Source: an optimization exercise on an open RTL-to-GDS flow (aim: small area, a short achievable clock period and few clock cycles). Production flows keep margins and buffers that such runs may drop.
Only simulation tests tie the RTL to the original design; equivalence was not proved.
Power figures rest on the tool's default switching activity, not on a simulated workload.

old:
// core
module core(i_clk, i_arst_n, i_int_source,
            i_instr_mem, o_instr_adr,
            o_wb_cyc, o_wb_stb, o_wb_sel, o_wb_we, o_wb_adr, o_wb_dat,
            i_wb_dat, i_wb_ack);
Size: ~7,900 cells after synthesis, about 1,500 flip-flops, ~84,000 µm² of cells after synthesis.
Settings: LEC_CHECK=0, CAP_MARGIN=20, CORE_MARGIN=2, CORE_UTILIZATION=40, SLEW_MARGIN=20; clock period 9.0 ns.
run.sh (not shown) runs the stock make flow with config.mk's settings and CLKGATE_MAP_FILE= SYNTH_SCRIPT=/design/flow/synth_recipe.tcl, a recipe that flattens the netlist after the stock synthesis.
old was carried through to the last stage, and its layout satisfied the timing, DRC and antenna checks.
Testbench counts of old, summed over its fixed seeds: cycles 25,834.
#### Input delta (new over old)
diff --git a/flow/design.v b/flow/design.v
--- a/flow/design.v
+++ b/flow/design.v
@@ -27,17 +27,17 @@
   reg  [1:0]  ex_lop, ex_sop;
   reg         ex_svar;
   reg         ex_useimm, ex_sext, ex_lui;
   reg         ex_ld, ex_st;
   reg  [2:0]  ex_mt;
   reg         ex_beq, ex_bne, ex_blez, ex_bgtz, ex_bltz, ex_bgez, ex_cz;
   reg         ex_jmp, ex_jrc;
   reg         ex_mul, ex_div, ex_mdsgn, ex_mthi, ex_mtlo, ex_mdany, ex_hisel;
-  reg         ex_mtc0, ex_rfe, ex_resv, ex_ds, ex_nofwd;
+  reg         ex_mtc0, ex_rfe, ex_resv, ex_ds;
   reg  [29:0] ex_pc;
   reg         mw_req, mw_we, mw_wen, mw_ld;
   reg  [3:0]  mw_sel;
   reg  [31:0] mw_res, mw_dat;
   reg  [4:0]  mw_dest;
   reg  [2:0]  mw_mt;
   reg         mw_take;
   reg  [4:0]  st_exc;
@@ -134,35 +134,26 @@
   wire d_resv  = ~(op_r | op_regim | op_j | op_jal | op_beq | op_bne | op_blez | op_bgtz |
                    op_addi | op_addiu | op_slti | op_sltiu | op_logi | op_lui |
                    c_mfc0 | c_mtc0 | c_rfe | op_ld | op_st);
   wire d_uses_rt = op_r | op_beq | op_bne | op_st | (op_ld & (op[1:0] == 2'b10)) | op_cop0;
   wire d_bj    = d_jmp | op_beq | op_bne | op_blez | op_bgtz | op_regim;
   wire        ex_wfin;          
   wire [31:0] ex_res;
   wire [31:0] mw_wdata;
-  reg [31:0] rf_a, rf_b;
-  integer k;
-  always @* begin
-    rf_a = 32'd0;
-    rf_b = 32'd0;
-    for (k = 1; k < 32; k = k + 1) begin
-      rf_a = rf_a | (rf[k] & {32{rs == k}});
-      rf_b = rf_b | (rf[k] & {32{rt == k}});
-    end
-  end
-  wire ex_fwd = ex_v & (ex_wen | ex_lnkc & (ex_a[31] ^ ex_bgez)) & ~ex_nofwd;
-  wire fa_ex = ex_fwd & (rs == ex_dest);
-  wire fb_ex = ex_fwd & (rt == ex_dest);
+  wire [31:0] rf_a = (rs == 5'd0) ? 32'd0 : rf[rs];
+  wire [31:0] rf_b = (rt == 5'd0) ? 32'd0 : rf[rt];
+  wire fa_ex = ex_wfin & (rs == ex_dest);
+  wire fb_ex = ex_wfin & (rt == ex_dest);
   wire fa_mw = mw_wen & (rs == mw_dest);
   wire fb_mw = mw_wen & (rt == mw_dest);
   wire [31:0] byp_a = fa_ex ? ex_res : fa_mw ? mw_wdata : rf_a;
   wire [31:0] byp_b = fb_ex ? ex_res : fb_mw ? mw_wdata : rf_b;
   wire [31:0] d_a   = (op_j | op_jal) ? {pc_inc[29:26], ins[25:0], 2'b00} : byp_a;
-  wire ld_stall = ex_v & ex_nofwd & ex_wen & ((rs == ex_dest) | (d_uses_rt & (rt == ex_dest)));
+  wire ld_stall = ex_v & ex_ld & ex_wen & ((rs == ex_dest) | (d_uses_rt & (rt == ex_dest)));
   wire [31:0] immx = ex_lui ? {ex_imm, 16'd0} : {{16{ex_sext & ex_imm[15]}}, ex_imm};
   wire [31:0] opb  = ex_useimm ? immx : ex_b;
   wire [32:0] add_x = {ex_sgn & ex_a[31], ex_a};
   wire [32:0] add_y = {ex_sgn & opb[31], opb} ^ {33{ex_sub}};
   wire [32:0] sum   = add_x + add_y + {32'd0, ex_sub};
   wire        ovf   = sum[32] ^ sum[31];
   reg [31:0] logic_r;
   always @* begin
@@ -332,17 +323,16 @@
       ex_ovfc <= d_ovfc;
       ex_lop <= d_lop;
       ex_sop <= d_sop;
       ex_svar <= d_svar;
       ex_useimm <= d_useimm;
       ex_sext <= d_sext;
       ex_lui <= d_lui;
       ex_ld <= op_ld;
-      ex_nofwd <= op_ld | d_ovfc;
       ex_st <= op_st;
       ex_mt <= op[2:0];
       ex_beq <= op_beq;
       ex_bne <= op_bne;
       ex_blez <= op_blez;
       ex_bgtz <= op_bgtz;
       ex_bltz <= op_regim & ~rt[0];
       ex_bgez <= op_regim & rt[0];
@@ -416,36 +406,36 @@
   wire [31:0] mag_a = (ex_a ^ {32{s_a}}) + {31'd0, s_a};
   wire [31:0] mag_b = (ex_b ^ {32{s_b}}) + {31'd0, s_b};
   wire [32:0] md_x  = md_isdiv ? {hi, lo[31]} : {1'b0, hi};
   wire [32:0] md_y  = md_isdiv ? ~{1'b0, bm} : (lo[0] ? {1'b0, bm} : 33'd0);
   wire [33:0] md_s  = {1'b0, md_x} + {1'b0, md_y} + {33'd0, md_isdiv};
   wire        md_ge = md_s[33];                            
   wire skip8 = md_lead & (lo[31:24] == 8'd0) & (md_cnt[5:3] != 3'd0);
   wire skip4 = md_lead & (lo[31:28] == 4'd0);
-  always @(posedge i_clk)
-    if (md_start) bm <= mag_b;
   always @(posedge i_clk, negedge i_arst_n) begin
     if (!i_arst_n) begin
       md_bsy <= 1'b0;
       md_cnt <= 6'd0;
       md_isdiv <= 1'b0;
       md_lead <= 1'b0;
       hi <= 32'd0;
       lo <= 32'd0;
+      bm <= 32'd0;
       f_sa <= 1'b0;
       f_sb <= 1'b0;
       f_d <= 1'b0;
     end else if (md_start) begin
       md_bsy <= 1'b1;
       md_cnt <= 6'd32;
       md_isdiv <= ex_div;
       md_lead <= ex_div;
       hi <= 32'd0;
       lo <= mag_a;
+      bm <= mag_b;
       f_sa <= s_a;
       f_sb <= s_b;
       f_d <= ex_div;
     end else if (md_bsy) begin
       if (md_isdiv) begin
         if (skip8) begin
           lo <= {lo[23:0], 8'd0};
           md_cnt <= md_cnt - 6'd8;
## What came out
Timing, DRC, antenna: 0 failures across old and new. Share of layout cells above drive strength 1 for new is higher than for old. [compare] base=old new=new: pre-CTS setup slack has decreased; worst stage delay on the critical path has increased; part of the power in the clock network has decreased; portion of the clock cycle consumed by the worst path in the final layout has increased; die span in y has increased. The final reports for new and old show share of the final layout cell area in sequential cells lower in the former. Signed area change from the synthesized netlist to the final layout: new < old. Summary of new over old: wire length of the first global-routing pass went down by 15%, global-route usage went down by 7.8 points, non-filler instance count after layout went down by 266, die area went up by 5.7%, cell area went up by 3.8%.
Testbench counts of new, summed over its fixed seeds: cycles 25,834.


== branch lagoon ==
core, a different RTL version from the one above (not shown whole).
For scale: about 8600 cells after synthesis, ~1500 flip-flops.
Design core, start of the top module:
module core(i_clk, i_arst_n, i_int_source,
            i_instr_mem, o_instr_adr,
            o_wb_cyc, o_wb_stb, o_wb_sel, o_wb_we, o_wb_adr, o_wb_dat,
            i_wb_dat, i_wb_ack);
  input         i_clk;
  input         i_arst_n;
  input  [8:0]  i_int_source;
  input  [31:0] i_instr_mem;
  output [29:0] o_instr_adr;
  input         i_wb_ack;
  input  [31:0] i_wb_dat;
  output        o_wb_cyc;
  output        o_wb_stb;
  output        o_wb_we;
  output [3:0]  o_wb_sel;
  output [31:0] o_wb_adr;
  output [31:0] o_wb_dat;
  reg  [29:0] pc;
  reg         ex_v;
  reg  [31:0] ex_a, ex_b, ex_opb;
  reg  [15:0] ex_imm;
  reg  [4:0]  ex_dest;
  reg         ex_wen, ex_lnkc;
  reg  [2:0]  ex_rsel;
  reg         ex_sub, ex_sgn, ex_ovfc;
  reg  [1:0]  ex_lop, ex_sop;
  reg         ex_svar;
  reg         ex_ld, ex_st;
  reg  [2:0]  ex_mt;
  reg         ex_beq, ex_bne, ex_blez, ex_bgtz, ex_bltz, ex_bgez, ex_cz;
  reg         ex_jmp, ex_jrc;
  reg         ex_mul, ex_div, ex_mdsgn, ex_mthi, ex_mtlo, ex_mdany, ex_hisel;
  reg         ex_mtc0, ex_rfe, ex_resv, ex_ds, ex_nofwd, ex_mds;
  reg  [29:0] ex_pc;
  reg         mw_wen, mw_ld;
  reg  [31:0] mw_res;
  reg         b_req, b_we;
  reg  [3:0]  b_sel;
  reg  [31:0] b_adr, b_dat;
  reg  [4:0]  mw_dest;
  reg  [2:0]  mw_mt;
  reg         mw_take, mw_ovf;
  reg  [4:0]  st_exc;
  reg  [8:0]  st_int;
  reg  [14:0] cause;
  reg  [29:0] epc;
  reg         ie;
  reg  [8:0]  int_q, pend;
  reg  [31:0] rf [1:31];
  wire bus_hold = b_req & ~i_wb_ack;           
  wire freeze   = mw_ld & bus_hold;            
  wire [31:0] ins = i_instr_mem;
  wire [5:0]  op  = ins[31:26];
  wire [4:0]  rs  = ins[25:21];
  wire [4:0]  rt  = ins[20:16];
  wire [4:0]  rd  = ins[15:11];
  ...
export LEC_CHECK = 0
export CAP_MARGIN = 5
export CORE_MARGIN = 2
export CORE_UTILIZATION = 45
export CTS_CLUSTER_DIAMETER = 100
export CTS_CLUSTER_SIZE = 20
export SETUP_SLACK_MARGIN = 5
export SLEW_MARGIN = 5
create_clock -name core_clock -period 9.0 [get_ports {i_clk}]
Testbench counts of branch lagoon, summed over its fixed seeds: cycles 23,237.
Modified inputs, branch sierra compared to branch lagoon
-- flow/design.v --
<<< branch lagoon, line 33
  wire sk4   = can4 & isdiv & lead & (lo[31:28] == 4'd0);
  wire sk3   = isdiv & lead & ((bm[31:3] ^ {29{f_sb}}) != 29'd0);
  wire [1:0] z3 = ~can8 ? 2'd0 : lo[31] ? 2'd0 : lo[30] ? 2'd1 : lo[29] ? 2'd2 : 2'd3;
  wire run   = bsy & ~nega & ~fix;
  wire step  = run & ~sk8 & ~sk4 & ~sk3;
>>> branch sierra, line 33
  wire sk4   = can4 & isdiv & lead & (lo[31:28] == 4'd0);
  wire sk3   = isdiv & lead & ((bm[31:3] ^ {29{f_sb}}) != 29'd0);
  wire run   = bsy & ~nega & ~fix;
  wire step  = run & ~sk8 & ~sk4 & ~sk3;
<<< branch lagoon, line 64
        lo_o = {lo[27:0], 4'd0};
      end else begin
        case (z3)
          2'd0: begin hi_o = {29'd0, lo[31:29]}; lo_o = {lo[28:0], 3'd0}; end
          2'd1: begin hi_o = {28'd0, lo[31:28]}; lo_o = {lo[27:0], 4'd0}; end
          2'd2: begin hi_o = {27'd0, lo[31:27]}; lo_o = {lo[26:0], 5'd0}; end
          default: begin hi_o = {26'd0, lo[31:26]}; lo_o = {lo[25:0], 6'd0}; end
        endcase
      end
    end else begin
>>> branch sierra, line 63
        lo_o = {lo[27:0], 4'd0};
      end else begin
        hi_o = {29'd0, lo[31:29]};
        lo_o = {lo[28:0], 3'd0};
      end
    end else begin
<<< branch lagoon, line 123
        end else if (sk3) begin
          lead <= 1'b0;
          cnt <= cnt - 6'd3 - {4'd0, z3};
        end else begin
          lead <= 1'b0;
>>> branch sierra, line 118
        end else if (sk3) begin
          lead <= 1'b0;
          cnt <= cnt - 6'd3;
        end else begin
          lead <= 1'b0;
<<< branch lagoon, line 226
  reg  [29:0] pc;
  reg         ex_v;
  reg  [31:0] ex_a, ex_b, ex_opb;
  reg  [15:0] ex_imm;
  reg  [4:0]  ex_dest;
  reg         ex_wen, ex_lnkc;
>>> branch sierra, line 221
  reg  [29:0] pc;
  reg         ex_v;
  reg  [31:0] ex_a, ex_b;
  reg  [15:0] ex_imm;
  reg         ex_useimm, ex_sext, ex_lui;
  reg  [4:0]  ex_dest;
  reg         ex_wen, ex_lnkc;
<<< branch lagoon, line 369
  wire [31:0] e_a   = op_jj ? {pc_inc[29:26], ins[25:0], 2'b00} : fa_mw ? mw_wdata : rf_a;
  wire [31:0] e_b   = fb_mw ? mw_wdata : rf_b;
  wire [31:0] e_opb = d_useimm ? d_immx : e_b;
  wire [31:0] d_a   = (fa_ex & ~op_jj) ? ex_res : e_a;
  wire [31:0] byp_b = fb_ex ? ex_res : e_b;
  wire [31:0] d_opb = (fb_ex & ~d_useimm) ? ex_res : e_opb;
  wire ld_stall = ex_v & ex_ovfc | ex_v & ex_nofwd & ex_wen & ((rs == ex_dest) | (d_uses_rt & (rt == ex_dest)));
  wire [31:0] opb  = ex_opb;
  wire [32:0] add_x = {ex_sgn & ex_a[31], ex_a};
  wire [32:0] add_y = {ex_sgn & opb[31], opb} ^ {33{ex_sub}};
>>> branch sierra, line 365
  wire [31:0] e_a   = op_jj ? {pc_inc[29:26], ins[25:0], 2'b00} : fa_mw ? mw_wdata : rf_a;
  wire [31:0] e_b   = fb_mw ? mw_wdata : rf_b;
  wire [31:0] d_a   = (fa_ex & ~op_jj) ? ex_res : e_a;
  wire [31:0] byp_b = fb_ex ? ex_res : e_b;
  wire ld_stall = ex_v & ex_ovfc | ex_v & ex_nofwd & ex_wen & ((rs == ex_dest) | (d_uses_rt & (rt == ex_dest)));
  wire [31:0] immx = ex_lui ? {ex_imm, 16'd0} : {{16{ex_sext & ex_imm[15]}}, ex_imm};
  wire [31:0] opb  = ex_useimm ? immx : ex_b;
  wire [32:0] add_x = {ex_sgn & ex_a[31], ex_a};
  wire [32:0] add_y = {ex_sgn & opb[31], opb} ^ {33{ex_sub}};
<<< branch lagoon, line 545
      ex_a <= d_a;
      ex_b <= byp_b;
      ex_opb <= d_opb;
      ex_imm <= ins[15:0];
      ex_dest <= d_dest;
      ex_wen <= d_wen_nz;
>>> branch sierra, line 540
      ex_a <= d_a;
      ex_b <= byp_b;
      ex_imm <= ins[15:0];
      ex_useimm <= d_useimm;
      ex_sext <= d_sext;
      ex_lui <= d_lui;
      ex_dest <= d_dest;
      ex_wen <= d_wen_nz;
### Flow results
Looking at area overhead of the layout relative to synthesis, branch sierra sits 2.8 points higher than branch lagoon does.
Number of clock sinks seen by CTS is lower on branch sierra
branch sierra against branch lagoon: weighted congestion at the end of routability-driven global placement higher; sequential-cell power consumption lower; final non-filler cell total has decreased; global-route usage has decreased; via count -about 4.7%.
Testbench counts of branch sierra, summed over its fixed seeds: cycles 23,537.

## port drivers added, routing unchanged
Ports are ideal in the flow. The routed layouts listed here were re-timed in OpenROAD.
Step 1 assumes that a clkbuf_16 drives the clock port and a buf_2 every other input.
Step 2 also shifts input and output timing later by t, the mid clock arrival at the registers, as if the neighbouring blocks saw the same clock.
Slacks: no drivers / after step 1 / after step 2; pairs: no drivers / after step 1.
run | t, ns | setup WS [ns] | hold WS [ns] | clock arrival spread, ns | worst slew at a driven data input, ns
old | 0.939 | 2.254 / 2.254 / 2.107 | 0.388 / 0.388 / 0.388 | 0.081 / 0.081 | 0.10
new | 0.932 | 1.755 / 1.755 / 1.755 | 0.376 / 0.376 / 0.376 | 0.072 / 0.072 | 0.08
branch lagoon | 0.881 | 4.855 / 4.855 / 4.092 | 0.429 / 0.429 / 0.429 | 0.077 / 0.077 | 0.06
branch sierra | 0.879 | 4.597 / 4.597 / 4.071 | 0.438 / 0.438 / 0.438 | 0.047 / 0.047 | 0.21
After both steps setup and hold are still met in every run listed. For branch lagoon, which loses most, drivers alone change the setup slack by 0.000 ns; drivers and shift together by -0.763 ns.
